What follows belongs to an exercise in optimizing a design on an open flow for small area, a short achievable clock period and few clock cycles; a production flow would make more cautious choices.
Function was checked by simulation only, so behaviour that the tests miss may differ from the original.

## flow/flow/run.sh

```bash
#!/bin/bash
set -euo pipefail
bash standard.sh SETUP_SLACK_MARGIN=7.25 'BUFFER_PORTS_ARGS=-buffer_cell sky130_fd_sc_hd__buf_1' finish > standard_make.log 2>&1
```

## flow/standard.sh

```bash
#!/bin/bash
# synth_recipe.tcl (not shown) runs the flow's synth.tcl, then flattens the netlist and writes it again
# the make line also repeats each setting of config.mk as NAME=value (left out here)
make -C /OpenROAD-flow-scripts/flow DESIGN_CONFIG=/design/flow/config.mk WORK_HOME=/design/flow/orfs CLKGATE_MAP_FILE= SYNTH_SCRIPT=/design/flow/synth_recipe.tcl "${@:-finish}"
```

## flow/config.mk

```make
export PLATFORM = sky130hd
export DESIGN_NAME = LearningMachine
export DESIGN_NICKNAME = LearningMachine
export VERILOG_FILES = /design/flow/design.v
export SDC_FILE = /design/flow/constraint.sdc
export NUM_CORES = 4
export LEC_CHECK = 0
export ABC_CLOCK_PERIOD_IN_PS = 5000
export CAP_MARGIN = 20
export CORE_MARGIN = 2
export CORE_UTILIZATION = 40
export SETUP_SLACK_MARGIN = 5
export SLEW_MARGIN = 20
export SYNTH_HIERARCHICAL = 1
export SYNTH_MINIMUM_KEEP_SIZE = 0
```

## flow/constraint.sdc

```tcl
create_clock -name core_clock -period 12.0 [get_ports {clk}]
set_input_delay 2.4000 -clock core_clock [delete_from_list [all_inputs] [get_ports {clk}]]
set_output_delay 2.4000 -clock core_clock [all_outputs]
set_load 0.01 [all_outputs]
```

## flow/design.v

```verilog
`timescale 1ns/1ns
module Controller(input clk, rst, start, compare, flag, output InitYin, InitW1, InitW2, InitB, InitFlag, InitAlpha, LdX1, LdX2, LdT, Select2, LdYin, LdFlag, LdAlphaT, LdW1, LdW2, LdB,ReadEn,Ready, output [1:0] Select1, Sel1, Sel2);
	reg initYin, initW1, initW2, initB, initFlag, initAlpha, ldX1, ldX2, ldT, select2, ldYin, ldFlag, ldAlphaT, ldW1, ldW2, ldB;
	reg [1:0] select1, sel1, sel2;
	reg [3:0] ns, ps;
	reg ldCnt, cntDown;
	reg readEn, ready;
	wire co;
	reg [7:0] Cout;
	always@(ps, start, co, compare, flag)begin
		ns = 4'b0;
		case(ps)
			4'b0000: begin
				ns = (start)? 4'b0001 : 4'b0000;
			  end
			4'b0001: begin
				ns = 4'b0010;
				end
			4'b0010: begin
				ns = 4'b0011;
				end
			4'b0011: begin
				ns = 4'b0100;
				end
			4'b0100: begin
				ns = 4'b0101;
				end
			4'b0101: begin
				ns = compare ? 4'b0110 : 4'b1010;
				end
			4'b0110: begin
				ns = 4'b0111;
				end
			4'b0111: begin
				ns = 4'b1000;
				end
			4'b1000: begin
				ns = 4'b1001;
				end
			4'b1001: begin
				ns = 4'b1010;
				end
			4'b1010: begin
				ns = (co == 0) ? 4'b0010 : 
				     (flag == 1) ? 4'b1011 : 
				     (flag == 0) ? 4'b0000 : 4'b1010;
				end
			4'b1011: begin
			  ns = 4'b0010;
			  end
			default: ns = 4'b0000;
		endcase
	end
	always@(ps)begin
		{initYin, initW1, initW2, initB, initFlag, ldCnt, initAlpha, ldX1, ldX2, ldT, cntDown, select2, ldYin, ldFlag, ldAlphaT, ldW1, ldW2, ldB} = 18'b0;
		readEn = 1'b0;
		ready = 1'b0;
		select1 = 2'b0;
		sel1 = 2'b0;
		sel2 = 2'b0;
		case(ps)
			4'b0000: begin
				ready = 1;
			  end
			4'b0001: begin
				initW1 = 1;
				initW2 = 1;
				initB = 1;
				initYin = 1;
				ldCnt = 1;
				initAlpha = 1;
				end
			4'b0010: begin
				ldX1 = 1;
				ldX2 = 1;
				ldT = 1;
				cntDown = 1;
				readEn = 1;
				end
			4'b0011: begin
				sel1 = 2'b00;
				sel2 = 2'b01;
				select1 = 2'b01;
				select2 = 1;
				ldYin = 1;
				end
			4'b0100: begin
				sel1 = 2'b01;
				sel2 = 2'b10;
				select1 = 2'b00;
				select2 = 1;
				ldYin = 1;
				end
			4'b0101: begin
				end
			4'b0110: begin
				sel1 = 2'b10;
				sel2 = 2'b0;
				ldAlphaT = 1;
				ldFlag = 1;
				end
			4'b0111: begin
				sel1 = 2'b11;
				sel2 = 2'b01;
				select2 = 1;
				select1 = 2'b10;
				ldW1 = 1;
				end
			4'b1000: begin
				sel1 = 2'b11;
				sel2 = 2'b10;
				select2 = 1;
				select1 = 2'b11;
				ldW2 = 1;
				end
			4'b1001: begin
				select2 = 0;
				select1 = 2'b01;
				ldB = 1;
				end
			4'b1010: begin
				end
			4'b1011: begin
			  ldCnt = 1;
			  initFlag = 1;
			  end
		endcase
	end
	always@(posedge clk,posedge rst)begin
		if(rst) ps <= 4'b0000;
		else ps <= ns;
	end
	always@(posedge clk, posedge rst)begin
	  if(rst)
	    Cout = 8'b11001000;
	  else begin
	    if(ldCnt) Cout <= 8'b11001000;
	    else if(cntDown) Cout <= Cout - 1;
	  end
  end
  assign co = ~|{Cout};
  assign InitYin = initYin;
  assign InitW1 = initW1;
  assign InitW2 = initW2;
  assign InitB = initB;
  assign InitFlag = initFlag;
  assign LdCnt = ldCnt;
  assign InitAlpha = initAlpha;
  assign LdX1 = ldX1;
  assign LdX2 = ldX2;
  assign LdT = ldT;
  assign CntDown = cntDown;
  assign Select1 = select1;
  assign Select2 = select2;
  assign LdYin = ldYin;
  assign LdFlag = ldFlag;
  assign LdAlphaT = ldAlphaT;
  assign LdW1 = ldW1;
  assign LdW2 = ldW2;
  assign LdB = ldB;
  assign Sel1 = sel1;
  assign Sel2 = sel2;
  assign ReadEn = readEn;
  assign Ready = ready;
endmodule
`timescale 1ns/1ns
module FlagReg(input clk,rst,loadData,initVal, output out);
  reg outData;
  assign out = outData;
  always@(posedge clk, posedge rst)begin
    if(rst) outData <= 1'b0;
    else
    begin
      if(initVal) outData <= 1'b0;
      else
    begin
    if (loadData) outData <= 1'b1;
    else outData <= outData;
    end
  end
  end
endmodule
`timescale 1ns/1ns
module Reg2bit(input clk,rst,loadData,initVal, input [1:0] inData, output[1:0] out);
  reg [1:0] outData;
  assign out = outData;
  always@(posedge clk, posedge rst)begin
    if(rst) outData <= 2'b0;
    else
    begin
      if(initVal) outData <= 2'b0;
      else
    begin
    if (loadData) outData <= inData;
    else outData <= outData;
    end
  end
  end
endmodule
`timescale 1ns/1ns
module Reg3bit(input clk,rst,loadData,initVal, input [2:0] inData, output[2:0] out);
  reg [2:0] outData;
  assign out = outData;
  always@(posedge clk, posedge rst)begin
    if(rst) outData <= 3'b0;
    else
    begin
      if(initVal) outData <= 3'b0;
      else
    begin
    if (loadData) outData <= inData;
    else outData <= outData;
    end
  end
  end
endmodule
`timescale 1ns/1ns
module Reg7bit(input clk,rst,loadData,initVal, input [6:0] inData, output[6:0] out);
  reg [6:0] outData;
  assign out = outData;
  always@(posedge clk, posedge rst)begin
    if(rst) outData <= 7'b0;
    else
    begin
      if(initVal) outData <= 7'b0;
      else
    begin
    if (loadData) outData <= inData;
    else outData <= outData;
    end
  end
  end
endmodule
`timescale 1ns/1ns
module Reg14bit(input clk,rst,loadData,initVal, input [13:0] inData, output[13:0] out);
  reg [13:0] outData;
  assign out = outData;
  always@(posedge clk, posedge rst)begin
    if(rst) outData <= 14'b0;
    else
    begin
      if(initVal) outData <= 14'b0;
      else
    begin
    if (loadData) outData <= inData;
    else outData <= outData;
    end
  end
  end
endmodule
`timescale 1ns/1ns
module Mux2to1(input select, input [13:0]in1,in2, output [13:0]MuxOut);
  assign MuxOut = ~select ? in1 : in2;
endmodule
`timescale 1ns/1ns
module Mux4to1(input [1:0]select, input [13:0]in1,in2,in3,in4, output [13:0]MuxOut);
  assign MuxOut = select==2'b00 ? in1 :
          select==2'b01 ? in2 :
          select==2'b10 ? in3 :
          select==2'b11 ? in4 : 14'bz;
endmodule
`timescale 1ns/1ns
module adder( input [13:0] op1, op2, output [13:0] result );
  assign result = op1 + op2;
endmodule
`timescale 1ns/1ns
module multiplier( input [13:0] op1, op2, output [13:0] result );
  wire [27:0] w;
  wire signed [13:0] operand1,operand2;
  assign operand1 = op1;
  assign operand2 = op2;
  assign w = operand1 * operand2;
  assign result = w[21:8];
endmodule
`timescale 1ns/1ns
module DataPath(input clk,rst, input [6:0] x1Data,x2Data, input [1:0] tData, input InitYin, InitW1, InitW2, InitB, InitFlag, InitAlpha, LdX1, LdX2, LdT, Select2, LdYin, LdFlag, LdAlphaT, LdW1, LdW2, LdB, input [1:0]  Select1, Sel1, Sel2, output compare, flag, output[1:0] signYin, output[13:0] w1,w2,b,Yin);
  wire [6:0] x1,x2;
  wire [1:0] t;
  wire [2:0] alpha,alphaT;
  wire [13:0] AddOut,MultOut,MultOp1,MultOp2,AddOp1,AddOp2;
  wire [13:0] castedT,castedAlphaT,castedAlpha,castedX1,castedX2;
  assign castedT = t[1] ? {4'b1111, t, 8'b0}: {4'b0, t, 8'b0};
  assign castedAlphaT = alphaT[2] ? {5'b11111, alphaT, 6'b0}: {5'b0, alphaT, 6'b0};
  assign castedAlpha = alpha[2] ? {5'b11111, alpha, 6'b0}: {5'b0, alpha, 6'b0};
  assign castedX1 = x1[6] ? {3'b111, x1, 4'b0}: {3'b0, x1, 4'b0};
  assign castedX2 = x2[6] ? {3'b111, x2, 4'b0}: {3'b0, x2, 4'b0};
  FlagReg FLAG(clk,rst,LdFlag,InitFlag, flag);
  Reg2bit T(clk,rst,LdT,1'b0,tData,t);
  Reg3bit ALPHA(clk,rst,InitAlpha,1'b0,3'b011, alpha);
  Reg3bit ALPHAT(clk,rst,LdAlphaT,1'b0,MultOut[8:6], alphaT);
  Reg7bit X1(clk,rst,LdX1,1'b0,x1Data, x1);
  Reg7bit X2(clk,rst,LdX2,1'b0,x2Data, x2);
  Reg14bit W1(clk,rst,LdW1,InitW1,AddOut, w1);
  Reg14bit W2(clk,rst,LdW2,InitW2,AddOut, w2);
  Reg14bit B (clk,rst,LdB,InitB,AddOut, b);
  Reg14bit YIN (clk,rst,LdYin,InitYin,AddOut, Yin);
  Mux4to1 MULTOP1(Sel1,w1,w2,castedT,castedAlphaT, MultOp1);
  Mux4to1 MULTOP2(Sel2,castedAlpha,castedX1,castedX2,14'b0, MultOp2);
  Mux4to1 ADDOP1(Select1,Yin,b,w1,w2, AddOp1);
  Mux2to1 ADDOP2(Select2,castedAlphaT,MultOut, AddOp2);
  multiplier MULTIPLIER(MultOp1,MultOp2, MultOut);
  adder ADDER(AddOp1,AddOp2, AddOut);
  assign compare = (Yin == 14'b0) ? 1 : (Yin[13] ^ t[1]);
  assign signYin = Yin[13] ? 2'b11 : 2'b01;  
endmodule
`timescale 1ns/1ns
module LearningMachine(input clk,rst, start, input [6:0] x1Data,x2Data, input [1:0] tData, output[1:0] signYin, output[13:0] w1,w2,b,Yin,output ReadEn, Ready);
  reg busy, rdEn, valid;
  reg xlast, flag;
  reg [7:0] cnt;      
  reg [6:0] x1, x2;
  reg [3:0] o1, o2;      
  reg [2:0] tw1, tw2;    
  reg t;
  reg [3:0] nb1, nb2;    
  reg [11:0] u1, u2;
  reg [7:0] v;
  reg [13:0] yReg;
  wire [13:0] ya, yb;
  wire [11:0] u1n, u2n;
  wire n1;
  wire n2;
  wire n3;
  wire n4;
  wire n5;
  wire n6;
  wire n7;
  wire n8;
  wire n9;
  wire n10;
  wire n11;
  wire n12;
  wire n13;
  wire n14;
  wire n15;
  wire n16;
  wire n17;
  wire n18;
  wire n19;
  wire n20;
  wire n21;
  wire n22;
  wire n23;
  wire n24;
  wire n25;
  wire n26;
  wire n27;
  wire n28;
  wire n29;
  wire n30;
  wire n31;
  wire n32;
  wire n33;
  wire n34;
  wire n35;
  wire n36;
  wire n37;
  wire n38;
  wire n39;
  wire n40;
  wire n41;
  wire n42;
  wire n43;
  wire n44;
  wire n45;
  wire n46;
  wire n47;
  wire n48;
  wire n49;
  wire n50;
  wire n51;
  wire n52;
  wire n53;
  wire n54;
  wire n55;
  wire n56;
  wire n57;
  wire n58;
  wire n59;
  wire n60;
  wire n61;
  wire n62;
  wire n63;
  wire n64;
  wire n65;
  wire n66;
  wire n67;
  wire n68;
  wire n69;
  wire n70;
  wire n71;
  wire n72;
  wire n73;
  wire n74;
  wire n75;
  wire n76;
  wire n77;
  wire n78;
  wire n79;
  wire n80;
  wire n81;
  wire n82;
  wire n83;
  wire n84;
  wire n85;
  wire n86;
  wire n87;
  wire n88;
  wire n89;
  wire n90;
  wire n91;
  wire n92;
  wire n93;
  wire n94;
  wire n95;
  wire n96;
  wire n97;
  wire n98;
  wire n99;
  wire t100;
  wire s101;
  wire c102;
  wire t103;
  wire s104;
  wire c105;
  wire s106;
  wire c107;
  wire t108;
  wire s109;
  wire c110;
  wire t111;
  wire s112;
  wire c113;
  wire t114;
  wire s115;
  wire c116;
  wire t117;
  wire s118;
  wire c119;
  wire s120;
  wire c121;
  wire t122;
  wire s123;
  wire c124;
  wire t125;
  wire s126;
  wire c127;
  wire t128;
  wire s129;
  wire c130;
  wire t131;
  wire s132;
  wire c133;
  wire t134;
  wire s135;
  wire c136;
  wire t137;
  wire s138;
  wire c139;
  wire t140;
  wire s141;
  wire c142;
  wire t143;
  wire s144;
  wire c145;
  wire t146;
  wire s147;
  wire c148;
  wire t149;
  wire s150;
  wire c151;
  wire t152;
  wire s153;
  wire c154;
  wire t155;
  wire s156;
  wire c157;
  wire t158;
  wire s159;
  wire c160;
  wire t161;
  wire s162;
  wire c163;
  wire t164;
  wire s165;
  wire c166;
  wire t167;
  wire s168;
  wire c169;
  wire t170;
  wire s171;
  wire c172;
  wire s173;
  wire c174;
  wire t175;
  wire s176;
  wire c177;
  wire t178;
  wire s179;
  wire c180;
  wire s181;
  wire c182;
  wire t183;
  wire s184;
  wire c185;
  wire s186;
  wire c187;
  wire t188;
  wire s189;
  wire c190;
  wire t191;
  wire s192;
  wire c193;
  wire t194;
  wire s195;
  wire c196;
  wire s197;
  wire c198;
  wire t199;
  wire s200;
  wire c201;
  wire t202;
  wire s203;
  wire c204;
  wire t205;
  wire s206;
  wire c207;
  wire t208;
  wire s209;
  wire c210;
  wire t211;
  wire s212;
  wire c213;
  wire t214;
  wire s215;
  wire c216;
  wire t217;
  wire s218;
  wire c219;
  wire t220;
  wire s221;
  wire c222;
  wire t223;
  wire s224;
  wire c225;
  wire t226;
  wire s227;
  wire c228;
  wire t229;
  wire s230;
  wire c231;
  wire t232;
  wire s233;
  wire c234;
  wire t235;
  wire s236;
  wire c237;
  wire t238;
  wire s239;
  wire c240;
  wire t241;
  wire s242;
  wire c243;
  wire t244;
  wire s245;
  wire c246;
  wire t247;
  wire s248;
  wire c249;
  wire t250;
  wire s251;
  wire c252;
  wire t253;
  wire s254;
  wire c255;
  wire t256;
  wire s257;
  wire c258;
  wire t259;
  wire s260;
  wire c261;
  wire t262;
  wire s263;
  wire c264;
  wire s265;
  wire c266;
  wire t267;
  wire s268;
  wire c269;
  wire t270;
  wire s271;
  wire c272;
  wire t273;
  wire s274;
  wire c275;
  wire t276;
  wire s277;
  wire c278;
  wire t279;
  wire s280;
  wire c281;
  wire t282;
  wire s283;
  wire c284;
  wire t285;
  wire s286;
  wire c287;
  wire t288;
  wire s289;
  wire c290;
  wire t291;
  wire s292;
  wire c293;
  wire t294;
  wire s295;
  wire c296;
  wire t297;
  wire s298;
  wire c299;
  wire t300;
  wire s301;
  wire c302;
  wire t303;
  wire s304;
  wire c305;
  wire s306;
  wire c307;
  wire t308;
  wire s309;
  wire c310;
  wire t311;
  wire s312;
  wire c313;
  wire t314;
  wire s315;
  wire c316;
  wire t317;
  wire s318;
  wire c319;
  wire t320;
  wire s321;
  wire c322;
  wire t323;
  wire s324;
  wire c325;
  wire t326;
  wire s327;
  wire c328;
  wire t329;
  wire s330;
  wire c331;
  wire t332;
  wire s333;
  wire c334;
  wire t335;
  wire s336;
  wire c337;
  wire t338;
  wire s339;
  wire c340;
  wire t341;
  wire s342;
  wire c343;
  wire t344;
  wire s345;
  wire c346;
  wire s347;
  wire c348;
  wire s349;
  wire c350;
  wire s351;
  wire c352;
  wire s353;
  wire c354;
  wire s355;
  wire c356;
  wire s357;
  wire c358;
  wire s359;
  wire c360;
  wire s361;
  wire c362;
  wire s363;
  wire c364;
  wire s365;
  wire c366;
  wire s367;
  wire c368;
  wire s369;
  wire c370;
  wire s371;
  wire c372;
  wire s373;
  wire c374;
  wire g375;
  wire g376;
  wire p377;
  wire g378;
  wire p379;
  wire g380;
  wire p381;
  wire g382;
  wire p383;
  wire g384;
  wire p385;
  wire g386;
  wire p387;
  wire i388;
  wire g389;
  wire g390;
  wire i391;
  wire i392;
  wire g393;
  wire p394;
  wire g395;
  wire p396;
  wire i397;
  wire i398;
  wire g399;
  wire p400;
  wire g401;
  wire p402;
  wire g403;
  wire i404;
  wire g405;
  wire i406;
  wire g407;
  wire g408;
  wire g409;
  wire p410;
  wire i411;
  wire i412;
  wire g413;
  wire p414;
  wire i415;
  wire g416;
  wire g417;
  wire g418;
  wire i419;
  wire g420;
  wire g421;
  wire i422;
  wire g423;
  wire y424;
  wire y425;
  wire y426;
  wire y427;
  wire y428;
  wire y429;
  wire y430;
  wire y431;
  wire y432;
  wire y433;
  wire y434;
  wire y435;
  wire y436;
  assign n1 = ((o1[0] & u1[0])) ^ nb1[0];
  assign n2 = ((o1[0] & u1[1]) | (tw1[0] & u1[0])) ^ nb1[0];
  assign n3 = ((o1[0] & u1[2]) | (tw1[0] & u1[1])) ^ nb1[0];
  assign n4 = ((o1[0] & u1[3]) | (tw1[0] & u1[2])) ^ nb1[0];
  assign n5 = ((o1[0] & u1[4]) | (tw1[0] & u1[3])) ^ nb1[0];
  assign n6 = ((o1[0] & u1[5]) | (tw1[0] & u1[4])) ^ nb1[0];
  assign n7 = ((o1[0] & u1[6]) | (tw1[0] & u1[5])) ^ nb1[0];
  assign n8 = ((o1[0] & u1[7]) | (tw1[0] & u1[6])) ^ nb1[0];
  assign n9 = ((o1[0] & u1[8]) | (tw1[0] & u1[7])) ^ nb1[0];
  assign n10 = ((o1[0] & u1[9]) | (tw1[0] & u1[8])) ^ nb1[0];
  assign n11 = ((o1[0] & u1[10]) | (tw1[0] & u1[9])) ^ nb1[0];
  assign n12 = ((o1[0] & u1[11]) | (tw1[0] & u1[10])) ^ nb1[0];
  assign n13 = ~(((o1[0] & u1[11]) | (tw1[0] & u1[11])) ^ nb1[0]);
  assign n14 = ((o1[1] & u1[0])) ^ nb1[1];
  assign n15 = ((o1[1] & u1[1]) | (tw1[1] & u1[0])) ^ nb1[1];
  assign n16 = ((o1[1] & u1[2]) | (tw1[1] & u1[1])) ^ nb1[1];
  assign n17 = ((o1[1] & u1[3]) | (tw1[1] & u1[2])) ^ nb1[1];
  assign n18 = ((o1[1] & u1[4]) | (tw1[1] & u1[3])) ^ nb1[1];
  assign n19 = ((o1[1] & u1[5]) | (tw1[1] & u1[4])) ^ nb1[1];
  assign n20 = ((o1[1] & u1[6]) | (tw1[1] & u1[5])) ^ nb1[1];
  assign n21 = ((o1[1] & u1[7]) | (tw1[1] & u1[6])) ^ nb1[1];
  assign n22 = ((o1[1] & u1[8]) | (tw1[1] & u1[7])) ^ nb1[1];
  assign n23 = ((o1[1] & u1[9]) | (tw1[1] & u1[8])) ^ nb1[1];
  assign n24 = ((o1[1] & u1[10]) | (tw1[1] & u1[9])) ^ nb1[1];
  assign n25 = ((o1[1] & u1[11]) | (tw1[1] & u1[10])) ^ nb1[1];
  assign n26 = ~(((o1[1] & u1[11]) | (tw1[1] & u1[11])) ^ nb1[1]);
  assign n27 = ((o1[2] & u1[0])) ^ nb1[2];
  assign n28 = ((o1[2] & u1[1]) | (tw1[2] & u1[0])) ^ nb1[2];
  assign n29 = ((o1[2] & u1[2]) | (tw1[2] & u1[1])) ^ nb1[2];
  assign n30 = ((o1[2] & u1[3]) | (tw1[2] & u1[2])) ^ nb1[2];
  assign n31 = ((o1[2] & u1[4]) | (tw1[2] & u1[3])) ^ nb1[2];
  assign n32 = ((o1[2] & u1[5]) | (tw1[2] & u1[4])) ^ nb1[2];
  assign n33 = ((o1[2] & u1[6]) | (tw1[2] & u1[5])) ^ nb1[2];
  assign n34 = ((o1[2] & u1[7]) | (tw1[2] & u1[6])) ^ nb1[2];
  assign n35 = ((o1[2] & u1[8]) | (tw1[2] & u1[7])) ^ nb1[2];
  assign n36 = ((o1[2] & u1[9]) | (tw1[2] & u1[8])) ^ nb1[2];
  assign n37 = ((o1[2] & u1[10]) | (tw1[2] & u1[9])) ^ nb1[2];
  assign n38 = ((o1[2] & u1[11]) | (tw1[2] & u1[10])) ^ nb1[2];
  assign n39 = (o1[3] & u1[0]);
  assign n40 = nb1[3] & ~((o1[3] & u1[0]));
  assign n41 = ((o1[3] & u1[1])) ^ nb1[3];
  assign n42 = ((o1[3] & u1[2])) ^ nb1[3];
  assign n43 = ((o1[3] & u1[3])) ^ nb1[3];
  assign n44 = ((o1[3] & u1[4])) ^ nb1[3];
  assign n45 = ((o1[3] & u1[5])) ^ nb1[3];
  assign n46 = ((o1[3] & u1[6])) ^ nb1[3];
  assign n47 = ((o1[3] & u1[7])) ^ nb1[3];
  assign n48 = ((o1[3] & u1[8])) ^ nb1[3];
  assign n49 = ((o1[3] & u1[9])) ^ nb1[3];
  assign n50 = n1 & nb1[0] & n2;
  assign n51 = ((o2[0] & u2[0])) ^ nb2[0];
  assign n52 = ((o2[0] & u2[1]) | (tw2[0] & u2[0])) ^ nb2[0];
  assign n53 = ((o2[0] & u2[2]) | (tw2[0] & u2[1])) ^ nb2[0];
  assign n54 = ((o2[0] & u2[3]) | (tw2[0] & u2[2])) ^ nb2[0];
  assign n55 = ((o2[0] & u2[4]) | (tw2[0] & u2[3])) ^ nb2[0];
  assign n56 = ((o2[0] & u2[5]) | (tw2[0] & u2[4])) ^ nb2[0];
  assign n57 = ((o2[0] & u2[6]) | (tw2[0] & u2[5])) ^ nb2[0];
  assign n58 = ((o2[0] & u2[7]) | (tw2[0] & u2[6])) ^ nb2[0];
  assign n59 = ((o2[0] & u2[8]) | (tw2[0] & u2[7])) ^ nb2[0];
  assign n60 = ((o2[0] & u2[9]) | (tw2[0] & u2[8])) ^ nb2[0];
  assign n61 = ((o2[0] & u2[10]) | (tw2[0] & u2[9])) ^ nb2[0];
  assign n62 = ((o2[0] & u2[11]) | (tw2[0] & u2[10])) ^ nb2[0];
  assign n63 = ~(((o2[0] & u2[11]) | (tw2[0] & u2[11])) ^ nb2[0]);
  assign n64 = ((o2[1] & u2[0])) ^ nb2[1];
  assign n65 = ((o2[1] & u2[1]) | (tw2[1] & u2[0])) ^ nb2[1];
  assign n66 = ((o2[1] & u2[2]) | (tw2[1] & u2[1])) ^ nb2[1];
  assign n67 = ((o2[1] & u2[3]) | (tw2[1] & u2[2])) ^ nb2[1];
  assign n68 = ((o2[1] & u2[4]) | (tw2[1] & u2[3])) ^ nb2[1];
  assign n69 = ((o2[1] & u2[5]) | (tw2[1] & u2[4])) ^ nb2[1];
  assign n70 = ((o2[1] & u2[6]) | (tw2[1] & u2[5])) ^ nb2[1];
  assign n71 = ((o2[1] & u2[7]) | (tw2[1] & u2[6])) ^ nb2[1];
  assign n72 = ((o2[1] & u2[8]) | (tw2[1] & u2[7])) ^ nb2[1];
  assign n73 = ((o2[1] & u2[9]) | (tw2[1] & u2[8])) ^ nb2[1];
  assign n74 = ((o2[1] & u2[10]) | (tw2[1] & u2[9])) ^ nb2[1];
  assign n75 = ((o2[1] & u2[11]) | (tw2[1] & u2[10])) ^ nb2[1];
  assign n76 = ~(((o2[1] & u2[11]) | (tw2[1] & u2[11])) ^ nb2[1]);
  assign n77 = ((o2[2] & u2[0])) ^ nb2[2];
  assign n78 = ((o2[2] & u2[1]) | (tw2[2] & u2[0])) ^ nb2[2];
  assign n79 = ((o2[2] & u2[2]) | (tw2[2] & u2[1])) ^ nb2[2];
  assign n80 = ((o2[2] & u2[3]) | (tw2[2] & u2[2])) ^ nb2[2];
  assign n81 = ((o2[2] & u2[4]) | (tw2[2] & u2[3])) ^ nb2[2];
  assign n82 = ((o2[2] & u2[5]) | (tw2[2] & u2[4])) ^ nb2[2];
  assign n83 = ((o2[2] & u2[6]) | (tw2[2] & u2[5])) ^ nb2[2];
  assign n84 = ((o2[2] & u2[7]) | (tw2[2] & u2[6])) ^ nb2[2];
  assign n85 = ((o2[2] & u2[8]) | (tw2[2] & u2[7])) ^ nb2[2];
  assign n86 = ((o2[2] & u2[9]) | (tw2[2] & u2[8])) ^ nb2[2];
  assign n87 = ((o2[2] & u2[10]) | (tw2[2] & u2[9])) ^ nb2[2];
  assign n88 = ((o2[2] & u2[11]) | (tw2[2] & u2[10])) ^ nb2[2];
  assign n89 = ((o2[3] & u2[0])) ^ nb2[3];
  assign n90 = ((o2[3] & u2[1])) ^ nb2[3];
  assign n91 = ((o2[3] & u2[2])) ^ nb2[3];
  assign n92 = ((o2[3] & u2[3])) ^ nb2[3];
  assign n93 = ((o2[3] & u2[4])) ^ nb2[3];
  assign n94 = ((o2[3] & u2[5])) ^ nb2[3];
  assign n95 = ((o2[3] & u2[6])) ^ nb2[3];
  assign n96 = ((o2[3] & u2[7])) ^ nb2[3];
  assign n97 = ((o2[3] & u2[8])) ^ nb2[3];
  assign n98 = ((o2[3] & u2[9])) ^ nb2[3];
  assign n99 = n51 & nb2[0] & n52;
  LM_x2 xt100(n3, n14, t100);
  LM_x2 xs101(t100, nb1[1], s101);
  LM_mj mc102(n3, n14, nb1[1], c102);
  LM_x2 xt103(n5, n16, t103);
  LM_x2 xs104(t103, n27, s104);
  LM_mj mc105(n5, n16, n27, c105);
  LM_ha hs106(n6, n17, s106, c107);
  LM_x2 xt108(n7, n18, t108);
  LM_x2 xs109(t108, n29, s109);
  LM_mj mc110(n7, n18, n29, c110);
  LM_x2 xt111(n39, n57, t111);
  LM_x2 xs112(t111, n68, s112);
  LM_mj mc113(n39, n57, n68, c113);
  LM_x2 xt114(n8, n19, t114);
  LM_x2 xs115(t114, n30, s115);
  LM_mj mc116(n8, n19, n30, c116);
  LM_x2 xt117(n40, n41, t117);
  LM_x2 xs118(t117, n58, s118);
  LM_mj mc119(n40, n41, n58, c119);
  LM_ha hs120(n69, n80, s120, c121);
  LM_x2 xt122(v[0], n9, t122);
  LM_x2 xs123(t122, n20, s123);
  LM_mj mc124(v[0], n9, n20, c124);
  LM_x2 xt125(n31, n42, t125);
  LM_x2 xs126(t125, n59, s126);
  LM_mj mc127(n31, n42, n59, c127);
  LM_x2 xt128(n70, n81, t128);
  LM_x2 xs129(t128, n91, s129);
  LM_mj mc130(n70, n81, n91, c130);
  LM_x2 xt131(v[1], n10, t131);
  LM_x2 xs132(t131, n21, s132);
  LM_mj mc133(v[1], n10, n21, c133);
  LM_x2 xt134(n32, n43, t134);
  LM_x2 xs135(t134, n60, s135);
  LM_mj mc136(n32, n43, n60, c136);
  LM_x2 xt137(n71, n82, t137);
  LM_x2 xs138(t137, n92, s138);
  LM_mj mc139(n71, n82, n92, c139);
  LM_x2 xt140(v[2], n11, t140);
  LM_x2 xs141(t140, n22, s141);
  LM_mj mc142(v[2], n11, n22, c142);
  LM_x2 xt143(n33, n44, t143);
  LM_x2 xs144(t143, n61, s144);
  LM_mj mc145(n33, n44, n61, c145);
  LM_x2 xt146(n72, n83, t146);
  LM_x2 xs147(t146, n93, s147);
  LM_mj mc148(n72, n83, n93, c148);
  LM_x2 xt149(v[3], n12, t149);
  LM_x2 xs150(t149, n23, s150);
  LM_mj mc151(v[3], n12, n23, c151);
  LM_x2 xt152(n34, n45, t152);
  LM_x2 xs153(t152, n62, s153);
  LM_mj mc154(n34, n45, n62, c154);
  LM_x2 xt155(n73, n84, t155);
  LM_x2 xs156(t155, n94, s156);
  LM_mj mc157(n73, n84, n94, c157);
  LM_x2 xt158(v[4], n13, t158);
  LM_x2 xs159(t158, n24, s159);
  LM_mj mc160(v[4], n13, n24, c160);
  LM_x2 xt161(n35, n46, t161);
  LM_x2 xs162(t161, n63, s162);
  LM_mj mc163(n35, n46, n63, c163);
  LM_x2 xt164(n74, n85, t164);
  LM_x2 xs165(t164, n95, s165);
  LM_mj mc166(n74, n85, n95, c166);
  LM_x2 xt167(1'b1, v[5], t167);
  LM_x2 xs168(t167, n25, s168);
  LM_mj mc169(1'b1, v[5], n25, c169);
  LM_x2 xt170(n36, n47, t170);
  LM_x2 xs171(t170, n75, s171);
  LM_mj mc172(n36, n47, n75, c172);
  LM_ha hs173(n86, n96, s173, c174);
  LM_x2 xt175(1'b1, v[6], t175);
  LM_x2 xs176(t175, n26, s176);
  LM_mj mc177(1'b1, v[6], n26, c177);
  LM_x2 xt178(n37, n48, t178);
  LM_x2 xs179(t178, n76, s179);
  LM_mj mc180(n37, n48, n76, c180);
  LM_ha hs181(n87, n97, s181, c182);
  LM_x2 xt183(v[7], n38, t183);
  LM_x2 xs184(t183, n49, s184);
  LM_mj mc185(v[7], n38, n49, c185);
  LM_ha hs186(n88, n98, s186, c187);
  LM_x2 xt188(n50, n53, t188);
  LM_x2 xs189(t188, n64, s189);
  LM_mj mc190(n50, n53, n64, c190);
  LM_x2 xt191(n4, n15, t191);
  LM_x2 xs192(t191, n54, s192);
  LM_mj mc193(n4, n15, n54, c193);
  LM_x2 xt194(nb1[2], n55, t194);
  LM_x2 xs195(t194, n66, s195);
  LM_mj mc196(nb1[2], n55, n66, c196);
  LM_ha hs197(n77, nb2[2], s197, c198);
  LM_x2 xt199(n28, n56, t199);
  LM_x2 xs200(t199, n67, s200);
  LM_mj mc201(n28, n56, n67, c201);
  LM_x2 xt202(n78, s106, t202);
  LM_x2 xs203(t202, c105, s203);
  LM_mj mc204(n78, s106, c105, c204);
  LM_x2 xt205(n79, n89, t205);
  LM_x2 xs206(t205, nb2[3], s206);
  LM_mj mc207(n79, n89, nb2[3], c207);
  LM_x2 xt208(c107, s109, t208);
  LM_x2 xs209(t208, s112, s209);
  LM_mj mc210(c107, s109, s112, c210);
  LM_x2 xt211(n90, s120, t211);
  LM_x2 xs212(t211, c110, s212);
  LM_mj mc213(n90, s120, c110, c213);
  LM_x2 xt214(c113, s115, t214);
  LM_x2 xs215(t214, s118, s215);
  LM_mj mc216(c113, s115, s118, c216);
  LM_x2 xt217(c121, c116, t217);
  LM_x2 xs218(t217, c119, s218);
  LM_mj mc219(c121, c116, c119, c219);
  LM_x2 xt220(s123, s126, t220);
  LM_x2 xs221(t220, s129, s221);
  LM_mj mc222(s123, s126, s129, c222);
  LM_x2 xt223(c124, c127, t223);
  LM_x2 xs224(t223, c130, s224);
  LM_mj mc225(c124, c127, c130, c225);
  LM_x2 xt226(s132, s135, t226);
  LM_x2 xs227(t226, s138, s227);
  LM_mj mc228(s132, s135, s138, c228);
  LM_x2 xt229(c133, c136, t229);
  LM_x2 xs230(t229, c139, s230);
  LM_mj mc231(c133, c136, c139, c231);
  LM_x2 xt232(s141, s144, t232);
  LM_x2 xs233(t232, s147, s233);
  LM_mj mc234(s141, s144, s147, c234);
  LM_x2 xt235(c142, c145, t235);
  LM_x2 xs236(t235, c148, s236);
  LM_mj mc237(c142, c145, c148, c237);
  LM_x2 xt238(s150, s153, t238);
  LM_x2 xs239(t238, s156, s239);
  LM_mj mc240(s150, s153, s156, c240);
  LM_x2 xt241(c151, c154, t241);
  LM_x2 xs242(t241, c157, s242);
  LM_mj mc243(c151, c154, c157, c243);
  LM_x2 xt244(s159, s162, t244);
  LM_x2 xs245(t244, s165, s245);
  LM_mj mc246(s159, s162, s165, c246);
  LM_x2 xt247(s173, c160, t247);
  LM_x2 xs248(t247, c163, s248);
  LM_mj mc249(s173, c160, c163, c249);
  LM_x2 xt250(c166, s168, t250);
  LM_x2 xs251(t250, s171, s251);
  LM_mj mc252(c166, s168, s171, c252);
  LM_x2 xt253(c174, s181, t253);
  LM_x2 xs254(t253, c169, s254);
  LM_mj mc255(c174, s181, c169, c255);
  LM_x2 xt256(c172, s176, t256);
  LM_x2 xs257(t256, s179, s257);
  LM_mj mc258(c172, s176, s179, c258);
  LM_x2 xt259(t, c182, t259);
  LM_x2 xs260(t259, s186, s260);
  LM_mj mc261(t, c182, s186, c261);
  LM_x2 xt262(c177, c180, t262);
  LM_x2 xs263(t262, s184, s263);
  LM_mj mc264(c177, c180, s184, c264);
  LM_ha hs265(nb2[1], n99, s265, c266);
  LM_x2 xt267(n65, c190, t267);
  LM_x2 xs268(t267, c102, s268);
  LM_mj mc269(n65, c190, c102, c269);
  LM_x2 xt270(s197, c193, t270);
  LM_x2 xs271(t270, s195, s271);
  LM_mj mc272(s197, c193, s195, c272);
  LM_x2 xt273(c198, c196, t273);
  LM_x2 xs274(t273, s200, s274);
  LM_mj mc275(c198, c196, s200, c275);
  LM_x2 xt276(c201, s206, t276);
  LM_x2 xs277(t276, c204, s277);
  LM_mj mc278(c201, s206, c204, c278);
  LM_x2 xt279(c207, s212, t279);
  LM_x2 xs280(t279, c210, s280);
  LM_mj mc281(c207, s212, c210, c281);
  LM_x2 xt282(c213, c216, t282);
  LM_x2 xs283(t282, s218, s283);
  LM_mj mc284(c213, c216, s218, c284);
  LM_x2 xt285(c219, c222, t285);
  LM_x2 xs286(t285, s224, s286);
  LM_mj mc287(c219, c222, s224, c287);
  LM_x2 xt288(c225, c228, t288);
  LM_x2 xs289(t288, s230, s289);
  LM_mj mc290(c225, c228, s230, c290);
  LM_x2 xt291(c231, c234, t291);
  LM_x2 xs292(t291, s236, s292);
  LM_mj mc293(c231, c234, s236, c293);
  LM_x2 xt294(c237, c240, t294);
  LM_x2 xs295(t294, s242, s295);
  LM_mj mc296(c237, c240, s242, c296);
  LM_x2 xt297(c243, c246, t297);
  LM_x2 xs298(t297, s248, s298);
  LM_mj mc299(c243, c246, s248, c299);
  LM_x2 xt300(c249, s254, t300);
  LM_x2 xs301(t300, c252, s301);
  LM_mj mc302(c249, s254, c252, c302);
  LM_x2 xt303(c255, s260, t303);
  LM_x2 xs304(t303, c258, s304);
  LM_mj mc305(c255, s260, c258, c305);
  LM_ha hs306(s265, s189, s306, c307);
  LM_x2 xt308(c266, s192, t308);
  LM_x2 xs309(t308, s268, s309);
  LM_mj mc310(c266, s192, s268, c310);
  LM_x2 xt311(s104, c269, t311);
  LM_x2 xs312(t311, s271, s312);
  LM_mj mc313(s104, c269, s271, c313);
  LM_x2 xt314(s203, c272, t314);
  LM_x2 xs315(t314, s274, s315);
  LM_mj mc316(s203, c272, s274, c316);
  LM_x2 xt317(c275, s209, t317);
  LM_x2 xs318(t317, s277, s318);
  LM_mj mc319(c275, s209, s277, c319);
  LM_x2 xt320(s215, c278, t320);
  LM_x2 xs321(t320, s280, s321);
  LM_mj mc322(s215, c278, s280, c322);
  LM_x2 xt323(s221, c281, t323);
  LM_x2 xs324(t323, s283, s324);
  LM_mj mc325(s221, c281, s283, c325);
  LM_x2 xt326(s227, c284, t326);
  LM_x2 xs327(t326, s286, s327);
  LM_mj mc328(s227, c284, s286, c328);
  LM_x2 xt329(s233, c287, t329);
  LM_x2 xs330(t329, s289, s330);
  LM_mj mc331(s233, c287, s289, c331);
  LM_x2 xt332(s239, c290, t332);
  LM_x2 xs333(t332, s292, s333);
  LM_mj mc334(s239, c290, s292, c334);
  LM_x2 xt335(s245, c293, t335);
  LM_x2 xs336(t335, s295, s336);
  LM_mj mc337(s245, c293, s295, c337);
  LM_x2 xt338(s251, c296, t338);
  LM_x2 xs339(t338, s298, s339);
  LM_mj mc340(s251, c296, s298, c340);
  LM_x2 xt341(s257, c299, t341);
  LM_x2 xs342(t341, s301, s342);
  LM_mj mc343(s257, c299, s301, c343);
  LM_x2 xt344(s263, c302, t344);
  LM_x2 xs345(t344, s304, s345);
  LM_mj mc346(s263, c302, s304, c346);
  assign ya = {c343, c340, c337, c334, c331, c328, c325, c322, c319, c316, c313, c310, c307, s306};
  assign yb = {s345, s342, s339, s336, s333, s330, s327, s324, s321, s318, s315, s312, s309, s101};
  LM_ha hs347(s306, s101, s347, c348);
  LM_ha hs349(c307, s309, s349, c350);
  LM_ha hs351(c310, s312, s351, c352);
  LM_ha hs353(c313, s315, s353, c354);
  LM_ha hs355(c316, s318, s355, c356);
  LM_ha hs357(c319, s321, s357, c358);
  LM_ha hs359(c322, s324, s359, c360);
  LM_ha hs361(c325, s327, s361, c362);
  LM_ha hs363(c328, s330, s363, c364);
  LM_ha hs365(c331, s333, s365, c366);
  LM_ha hs367(c334, s336, s367, c368);
  LM_ha hs369(c337, s339, s369, c370);
  LM_ha hs371(c340, s342, s371, c372);
  LM_ha hs373(c343, s345, s373, c374);
  LM_gi qg375(c350, s349, c348, g375);
  LM_gpi qg376(c354, s353, c352, s351, g376, p377);
  LM_gpi qg378(c358, s357, c356, s355, g378, p379);
  LM_gpi qg380(c362, s361, c360, s359, g380, p381);
  LM_gpi qg382(c366, s365, c364, s363, g382, p383);
  LM_gpi qg384(c370, s369, c368, s367, g384, p385);
  LM_gpi qg386(c374, s373, c372, s371, g386, p387);
  assign i388 = ~g375;
  LM_gi qg389(c352, s351, i388, g389);
  LM_go qg390(g376, p377, g375, g390);
  assign i391 = ~g378;
  assign i392 = ~p379;
  LM_gpi qg393(c360, s359, i391, i392, g393, p394);
  LM_gpo qg395(g380, p381, g378, p379, g395, p396);
  assign i397 = ~g382;
  assign i398 = ~p383;
  LM_gpi qg399(c368, s367, i397, i398, g399, p400);
  LM_gpo qg401(g384, p385, g382, p383, g401, p402);
  LM_gi qg403(c356, s355, g390, g403);
  assign i404 = ~g390;
  LM_go qg405(g378, p379, i404, g405);
  assign i406 = ~g390;
  LM_go qg407(g393, p394, i406, g407);
  LM_gi qg408(g395, p396, g390, g408);
  LM_gpi qg409(c372, s371, g401, p402, g409, p410);
  assign i411 = ~g401;
  assign i412 = ~p402;
  LM_gpo qg413(g386, p387, i411, i412, g413, p414);
  assign i415 = ~g408;
  LM_gi qg416(c364, s363, i415, g416);
  LM_go qg417(g382, p383, g408, g417);
  LM_go qg418(g399, p400, g408, g418);
  assign i419 = ~g408;
  LM_gi qg420(g401, p402, i419, g420);
  LM_go qg421(g409, p410, g408, g421);
  assign i422 = ~g408;
  LM_gi qg423(g413, p414, i422, g423);
  assign y424 = s349 ^ c348;
  assign y425 = s351 ^ ~g375;
  assign y426 = s353 ^ ~g389;
  assign y427 = s355 ^ g390;
  assign y428 = s357 ^ ~g403;
  assign y429 = s359 ^ g405;
  assign y430 = s361 ^ g407;
  assign y431 = s363 ^ ~g408;
  assign y432 = s365 ^ ~g416;
  assign y433 = s367 ^ g417;
  assign y434 = s369 ^ g418;
  assign y435 = s371 ^ ~g420;
  assign y436 = s373 ^ g421;
  assign yt = {y436, y435, y434, y433, y432, y431, y430, y429, y428, y427, y426, y425, y424, s347};
  wire [5:0] xl1 = x1[5:0] ^ {6{t}};
  wire xs1 = x1[6] ^ t;
  assign u1n = u1 + {4'd0, ~xs1, xs1, xl1} + {4'd0, ~xs1, xl1, t} + {4'b1111, 6'd0, t, 1'b0};
  wire [5:0] xl2 = x2[5:0] ^ {6{t}};
  wire xs2 = x2[6] ^ t;
  assign u2n = u2 + {4'd0, ~xs2, xs2, xl2} + {4'd0, ~xs2, xl2, t} + {4'b1111, 6'd0, t, 1'b0};
  wire [13:0] yt;    
  wire [13:0] y = {yt[13] ^ t, yt[12:0]};
  wire [13:0] zx = ya ^ yb ^ {ya[12:0] | yb[12:0], 1'b0} ^ {t, 13'd0};
  wire [3:0] zn;
  LM_nd4 zn0(~zx[3:0], zn[0]);
  LM_nd4 zn1(~zx[7:4], zn[1]);
  LM_nd4 zn2(~zx[11:8], zn[2]);
  LM_nd4 zn3({2'b11, ~zx[13:12]}, zn[3]);
  wire yzero;
  LM_nr4 zr(zn, yzero);
  wire mis = yzero | yt[13];
  wire upd = valid & mis;
  wire clr = ~busy & start;
  wire [7:0] vn = v + {{6{t}}, ~t, 1'b1};    
  wire last = (cnt == 8'd14);
  function [6:0] booth(input [6:0] x);
    reg [8:0] e;
    integer i;
    begin
      e = {x[6], x, 1'b0};
      for (i = 0; i < 4; i = i + 1)
        booth[i] = e[2*i+1] ^ e[2*i];
      for (i = 0; i < 3; i = i + 1)
        booth[4+i] = (e[2*i+2] & ~e[2*i+1] & ~e[2*i]) | (~e[2*i+2] & e[2*i+1] & e[2*i]);
    end
  endfunction
  wire [6:0] bd1 = booth(x1Data);
  wire [6:0] bd2 = booth(x2Data);
  always @(posedge clk) begin
    x1 <= x1Data; x2 <= x2Data; t <= tData[1];
    nb1 <= {x1Data[6], x1Data[5], x1Data[3], x1Data[1]};
    nb2 <= {x2Data[6], x2Data[5], x2Data[3], x2Data[1]};
    o1 <= bd1[3:0]; tw1 <= bd1[6:4];
    o2 <= bd2[3:0]; tw2 <= bd2[6:4];
  end
  always @(posedge clk) begin
    if (!busy) begin
      xlast <= 1'b0; flag <= 1'b0; cnt <= 8'd1;
    end else begin
      if (rdEn) begin
        xlast <= last;
        cnt <= last ? 8'd1 : {cnt[6:0], cnt[7] ^ cnt[5] ^ cnt[4] ^ cnt[3]};
      end
      if (rdEn && last) flag <= 1'b0;
      else if (upd && !xlast) flag <= 1'b1;
    end
  end
  always @(posedge clk, posedge rst) begin
    if (rst) begin
      busy <= 1'b0; rdEn <= 1'b0; valid <= 1'b0;
      u1 <= 12'd0; u2 <= 12'd0; v <= 8'd0; yReg <= 14'd0;
    end else begin
      if (valid) yReg <= y;
      u1 <= upd ? u1n : u1 & {12{~clr}};
      u2 <= upd ? u2n : u2 & {12{~clr}};
      v <= upd ? vn : v & {8{~clr}};
      if (!busy) begin
        if (start) begin
          busy <= 1'b1; rdEn <= 1'b1; valid <= 1'b0;
        end
      end else begin
        valid <= rdEn;
        if (rdEn && last) begin
          rdEn <= flag | upd;
        end else if (!rdEn && xlast && valid) begin
          rdEn <= mis;
          busy <= mis;
        end
      end
    end
  end
  assign w1 = {u1, 2'b00};
  assign w2 = {u2, 2'b00};
  assign b = {v, 6'b0};
  assign Yin = yReg;
  assign signYin = {yReg[13], 1'b1};
  assign ReadEn = rdEn;
  assign Ready = ~busy;
endmodule
module LM_nd4(input [3:0] a, output y);
  assign y = ~&a;
endmodule
module LM_nr4(input [3:0] a, output y);
  assign y = ~|a;
endmodule
module LM_gpi(input gh, ph, gl, pl, output gn, pn);
  assign gn = ~(gh | (ph & gl));
  assign pn = ~(ph & pl);
endmodule
module LM_gi(input gh, ph, gl, output gn);
  assign gn = ~(gh | (ph & gl));
endmodule
module LM_gpo(input ghn, phn, gln, pln, output g, p);
  assign g = ~(ghn & (phn | gln));
  assign p = ~(phn | pln);
endmodule
module LM_go(input ghn, phn, gln, output g);
  assign g = ~(ghn & (phn | gln));
endmodule
module LM_x2(input a, b, output y);
  assign y = a ^ b;
endmodule
module LM_mj(input a, b, c, output y);
  assign y = (a & b) | (a & c) | (b & c);
endmodule
module LM_fa(input a, b, c, output s, co);
  assign s = a ^ b ^ c;
  assign co = (a & b) | (a & c) | (b & c);
endmodule
module LM_ha(input a, b, output s, co);
  assign s = a ^ b;
  assign co = a & b;
endmodule
module LM_gp(input gh, ph, gl, pl, output g, p);
  assign g = gh | (ph & gl);
  assign p = ph & pl;
endmodule
module LM_g(input gh, ph, gl, output g);
  assign g = gh | (ph & gl);
endmodule
```

==> results.ini, run 1 <==
[timing]
drv_slew = 0
tns_ps = 0
clock-skew-final_ps = 12.8
worst_slew_pin_slew_ps = 1020
timing.hold.ws_ps = 502
worst_slack_ps = 7500
fin_crit_ps = 4500
rsz0062_at_grt = no
fin_crit_sh_pct = 37.5
fmax_mhz = 222
setup_violations = 0
hold_violations = 0
maxSlewHeadroom_pct = 32.0

[clocking]
cts_made_buffers = 9
cts_sinks = 86
clk_latency_ps = 360
htree_levels = 3
clk_path_buf_depth = 2
clk_pin_slew_ps = 70
cts_tree = built
cts_root_buffer = clkbuf_16

[global_route]
grt_max_degree = 57
grt_pass1_wl_mm = 36.0
grt.total_usage_pct = 18.2
gr-total-overflow = 0
grt_antenna_before_repair = 0
grt_pass1_vias = 6956

[final_layout]
multi_input_area_sq_mm = 0.00704
syn_to_final_growth_pct = 10.0
stdcell_area_sq_mm = 0.0104
layout_common_cells = xor2_1, xnor2_1, maj3_2, inv_1, buf_1
final_nets = 1200
fill_cells = 2304
n_antenna_cell = 0
mostFrequentLayoutCell = xor2_1
drive_gt1_share_pct = 16.8
seq_area_sq_mm = 0.00202

[place]
post-place-ws_ps = 6570
place.port_buffers = 66
gp_congestion = 0.831
hpwl_mm = 16.7
dpl_cell_area_sq_mm = 0.00986

[route]
drc_errors = 0
via_count = 7184
first_pass_iters = 5
drt-initial-drc-count = 391
viasPerCell = 5.02
routed_wl_mm = 21.3
ant_nets = 0
wl_per_cell_microns = 14.9

[setup_path]
regToRegStartpoint = u1[7]
cp_max_fo = 8
endpoint_kind = flop
r2r_end = u2[11]
rrSetupSlack_ps = 7500
critPathKind = reg2reg
cp.required_ps = 12280
crit_arrival_ps = 4780
start_kind = flop
ff2ff_path_depth = 21

[worst_hold_path]
hold_path_depth = 2
whs_endpoint = flag
min_from = flag
hp-class = reg2reg

[synth]
synth_edf_count = 0
yosys_warnings = 8
ys_seq_area_share_pct = 20.8
synth.avg_cell_area_sq_um = 8.77
synth_cell_types = 52
ys_ff_latch = 86
async_flop_share_pct = 57.0
syn_area_sq_mm = 0.00946
synth_cells = 1078
synth_ff_type = dfrtp_1

[die]
die_w_microns = 158
std_cell_rows = 56
die_area_sq_mm = 0.0249
num_io_pins = 79
initial_core_util_pct = 40.5
die_h_microns = 158
core-area_sq_mm = 0.0233

[run_status]
status = no timing/DRC/antenna violations

[run]
drv_cap = 0

==> Yosys stat by module, one instance, submodules excluded <==
module | times used | area (sq um) | cells | flops+latches
LearningMachine | 1 | 6780 | 793 | 86
LM_gpi | 8 | 12.5 | 2 | 0
LM_gpo | 2 | 12.5 | 2 | 0
LM_ha | 22 | 12.5 | 1 | 0
LM_nr4 | 1 | 12.5 | 1 | 0
LM_mj | 72 | 11.3 | 1 | 0
LM_gi | 6 | 8.76 | 1 | 0
LM_x2 | 154 | 8.76 | 1 | 0
LM_nd4 | 4 | 6.26 | 1 | 0
LM_go | 6 | 5.00 | 1 | 0
==> layer usage <==
metal  vias to the layer above  global-route usage [%]  wire length [microns]
li1                       3633                       -                      -
met1                      3386                    24.6                   9980
met2                       141                    29.9                   9980
met3                        24                    2.76                    970
met4                         0                    5.58                    414
met5                         -                       0                      0
==> cell families (layout without fill, tap and decap cells) <==
group,Yosys count,count (layout),share of synthesized area (%)
fa+ha+maj,146,146,19.4
xor+xnor,320,320,29.9
buf+inv,152,171,6.62
compound gates,192,192,13.3
mux,15,15,1.69
simple gates,165,165,8.15
flops,86,86,20.8
other cells,2,17,0.0794
==> worst max-delay path: stages (launching register included) <==
cell      delay, ps
dfrtp_2         460
buf_2           190
a22oi_2         170
xnor2_1         130
maj3_2          360
xor2_1          160
xor2_1          180
maj3_2          330
xor2_1          180
xor2_1          310
inv_1            80
ha_1            300
xor2_1          160
nand4_1         170
nor4_4          290
buf_4           170
nor2_4           50
nor2b_1         160
buf_6           140
buf_4           170
a31oi_1          90
o21bai_1        140
==> synth_stat cells, types with 10 or more instances <==
master	number	share of area (%)
ha_1	61	8.1
nand3_1	32	1.7
a21oi_2	14	1.3
inv_1	72	2.9
xor2_1	197	18
dfxtp_1	37	7.8
fa_1	13	2.8
nor2_1	33	1.3
nand2_1	65	2.6
buf_4	12	0.95
xnor2_1	121	11
a21oi_1	30	1.6
maj3_2	72	8.6
buf_1	10	0.40
o21ai_0	49	2.6
dfrtp_1	49	13
clkbuf_1	54	2.1
a22oi_1	66	5.2
==> repair_timing <==
| item | in CTS | in global routing |
|---|---|---|
| gates resized for setup | 33 | 32 |
| buffers inserted | 0 | 11 |
| pin swaps | 0 | 10 |
| hold buffers | 0 | 0 |
| setup endpoints to repair | 34 | 34 |
| cloned | 0 | 0 |
==> cell type report <==
| type | count | area share (%) |
|---|---|---|
| multi-input cells | 855 | 67.7 |
| flip-flops and latches | 86 | 19.4 |
| well taps | 319 | 3.84 |
| repair buffers | 82 | 3.67 |
| inverters | 73 | 2.63 |
| clock buffers | 12 | 2.27 |
| clock inverters | 4 | 0.481 |
==> per-stage QoR <==
step | instances | util [%]
final | 1431 | 44.6
after detailed placement | 1404 | 42.2
after CTS | 1420 | 43.7
after global routing | 1431 | 44.6
after floorplan | 1093 | -
after global placement | 1404 | 42.2
==> registers in the layout, summed over array words and instances (netlist names), 4 cells and up <==
signal  count
cnt         8
o1          4
o2          4
u1         12
u2         12
v           8
yReg       14
==> how the worst max path moves through the flow <==
stage          depth (start not counted)    from  slack (ps)      to
2_1_floorplan                         19  nb1[1]        7320  u2[10]
3_3_place_gp                          20   o2[0]        6580   u2[0]
3_5_place_dp                          19  nb2[1]        6570   u1[0]
4_1_cts                               19   u2[6]        7270   u1[0]
5_1_grt                               20   u2[5]        7190  u2[11]
6_report                              21   u1[7]        7500  u2[11]
Testbench counts, summed over its fixed seeds: cycles 145,544.
==> run 2, diff against run 1 <==
==> flow/flow/run.sh (replaced) <==
#!/bin/bash
set -euo pipefail
bash standard.sh SETUP_SLACK_MARGIN=7 'BUFFER_PORTS_ARGS=-buffer_cell sky130_fd_sc_hd__buf_1' finish > standard_make.log 2>&1
==> run 2 against run 1 <==
Still clean on timing, DRC and antenna; non-clock buffer count shrank 11; global-route usage is essentially flat; register-to-register slack lost 70 ps; synthesized cell count is the same; utilization shrank 0.62 points; count of clock-buffer cells in the layout is the same; worst setup slack lost 71 ps; flip-flop and latch count is the same; critical path type unchanged; critical endpoint is now u2[0]; largest cell class unchanged.
==> results.ini, run 2 <==
[setup_path]
worstPathCellList = a22oi_1 > xnor2_1 > xor2_1 > xor2_1 > maj3_2 > xor2_1 > xor2_1 > maj3_2 > ha_1 > nand2_1 > nor2_1 > nand2_1 > o21ai_2 > xor2_2 > nor2_2 > nor2b_1 > buf_4 > a21oi_4 > o21ai_0 > o21ai_0
start_kind = flop
path_common_cell = xor2_1
cp.required_ps = 12220
cp_max_fo = 10
slowest_delay_ps = 510
regToRegStartpoint = u2[6]
endpoint_kind = flop
worst-path-buf-inv = 1
crit_slowest_cell = dfrtp_2
crit_arrival_ps = 4790
critPathKind = reg2reg
ff2ff_path_depth = 20
rrSetupSlack_ps = 7430
cp_top_family = XOR/XNOR gates
r2r_end = u2[0]
crit_start = u2[6]

[synth]
synth_ff_type = dfrtp_1
synth.avg_cell_area_sq_um = 8.77
async_flop_share_pct = 57.0
synth_common_cells = xor2_1, xnor2_1, inv_1, maj3_2, a22oi_1
ys_seq_area_share_pct = 20.8
ys_ff_latch = 86
syn_area_sq_mm = 0.00946
synth_cells = 1078
synth_top_area_cell = xor2_1
synth.top_cell.area_share_pct = 18.2
synth_edf_count = 0
yosys_warnings = 8
synth_area_leaders = xor2_1, dfrtp_1, xnor2_1, maj3_2, ha_1
synth_cell_types = 52
synth_most_common_cell = xor2_1

[timing]
fin_crit_ps = 4570
hold_violations = 0
fmax_mhz = 219
worst_slew_pin_slew_ps = 1000
setup_violations = 0
tns_ps = 0
rsz0062_at_grt = no
drv_slew = 0
maxSlewHeadroom_pct = 33.0
clock-skew-final_ps = 12.6
fin_crit_sh_pct = 38.1
worst_slack_ps = 7430

[run_status]
status = no timing/DRC/antenna violations

[run]
drv_cap = 0

[clocking]
htree_levels = 3
clk_latency_ps = 360
cts_tree = built
cts_sinks = 86
clk_path_buf_depth = 2
cts_setup_buffers = 0
cts_root_buffer = clkbuf_16
clk_pin_slew_ps = 70
ctsHoldBuffers = 0
cts_made_buffers = 9

[worst_hold_path]
min_from = flag
hp-class = reg2reg
whs_endpoint = flag
hold_path_depth = 2

[final_layout]
final_nets = 1189
layout_common_cells = xor2_1, xnor2_1, maj3_2, inv_1, buf_1
drive_gt1_share_pct = 15.4
mostFrequentLayoutCell = xor2_1
fill_cells = 2314
stdcell_count = 1420
regMostFlops = yReg
stdcell_area_sq_mm = 0.0103
largestRegisters = yReg: 14 flops, u1: 12 flops, u2: 12 flops
n_antenna_cell = 0
syn_to_final_growth_pct = 8.50
largest_reg_flops = 14

[global_route]
grt_antenna_before_repair = 0
grt.total_usage_pct = 18.2
gr-total-overflow = 0
grt_pass1_wl_mm = 35.9
grt_max_degree = 57
grt_pass1_vias = 6945

[route]
viasPerCell = 5.04
via_count = 7163
drc_errors = 0
routed_wl_mm = 21.2
ant_nets = 0
drt-initial-drc-count = 349
wl_per_cell_microns = 14.9
first_pass_iters = 5

[die]
die_area_sq_mm = 0.0249
std_cell_rows = 56
core-area_sq_mm = 0.0233
die_h_microns = 158
die_w_microns = 158
num_io_pins = 79
initial_core_util_pct = 40.5

[place]
hpwl_mm = 16.7
gp_congestion = 0.831
dpl.cell_count = 1404
dpl_cell_area_sq_mm = 0.00986
post-place-ws_ps = 6570
place.port_buffers = 66

## run 2: cell counts after synthesis
Identical to the previous run, type by type.
## run 2: cell type report
cell class                      count  area [sq um]  share of cell area [%]
Clock buffer                       12           236                    2.31
Clock inverter                      4          50.0                   0.488
Inverter                           73           274                    2.67
Multi-Input combinational cell    855          6990                    68.2
Sequential cell                    86          2020                    19.7
Tap cell                          319           399                    3.89
Timing Repair Buffer               71           289                    2.82
## run 2: through the flow
stage | hold slack [ps] | utilization (%)
2_1_floorplan | 442 | -
3_3_place_gp | 466 | 42.2
3_5_place_dp | 483 | 42.2
4_1_cts | 498 | 43.6
5_1_grt | 520 | 44.0
6_report | 493 | 44.0
## run 2: kinds of logic after synthesis
logic type | Yosys count | synth area share [%]
compound gates | 192 | 13.3
flops | 86 | 20.8
fa+ha+maj | 146 | 19.4
simple gates | 165 | 8.15
xor+xnor | 320 | 29.9
mux | 15 | 1.69
other cells | 2 | 0.0794
buf+inv | 152 | 6.62
## run 2: worst register-to-register path: cells and delay by family, from the launching register on
family,cells,cell delay [ps]
AND/OR/NAND/NOR,5,630
buffers and inverters,1,230
adder cells (fa/ha/maj),3,1030
flip-flops,1,510
XOR/XNOR,6,1270
AO/OA/AOI/OAI,5,770
## run 2: modules after synthesis (local to each module, per instance), excerpt
module | cells | flops+latches
LM_gi | 1 | 0
LM_mj | 1 | 0
LM_go | 1 | 0
LM_x2 | 1 | 0
LM_gpi | 2 | 0
LearningMachine | 793 | 86
LM_nd4 | 1 | 0
LM_ha | 1 | 0
## run 2: how the worst max path moves through the flow
stage | depth (start not counted) | end
after global routing | 20 | u1[0]
after floorplan | 19 | u2[10]
after CTS | 20 | u1[0]
after global placement | 20 | u2[0]
final | 20 | u2[0]
after detailed placement | 19 | u1[0]
## run 2: per-layer routing
layer / GRT usage (%) / share of wire [%] / vias to the layer above
li1: - / - / 3614
met1: 24.6 / 47 / 3375
met2: 29.8 / 46 / 145
met3: 2.76 / 4.2 / 29
met4: 5.58 / 2.1 / 0
met5: 0 / 0 / -
## run 2: what timing repair did
| action | CTS | global route |
|---|---|---|
| resized for setup | 15 | 35 |
| pin swaps | 0 | 1 |
| setup endpoints to repair | 7 | 34 |

## what the ideal ports hide
In the flow no input, the clock included, has a driving cell. The finished layouts below were timed again as built, in two steps. Step 1: set_driving_cell puts a clkbuf_16 on clk and a buf_2 on each other input, an assumption about the parent block. Step 2, shift: input delay + t, output delay - t, t = (earliest + latest rising clock arrival at the registers) / 2. This alone moves slack from input paths to output paths. a / b / c = ideal / step 1 / step 2; a / b = the first two.
run	t (ns)	setup WS [ns]	worst hold slack (ns)
run 1	0.393	7.499 / 7.499 / 7.499	0.502 / 0.502 / 0.502
run 2	0.391	7.428 / 7.428 / 7.428	0.493 / 0.493 / 0.493
After both steps every run listed still meets setup and hold.
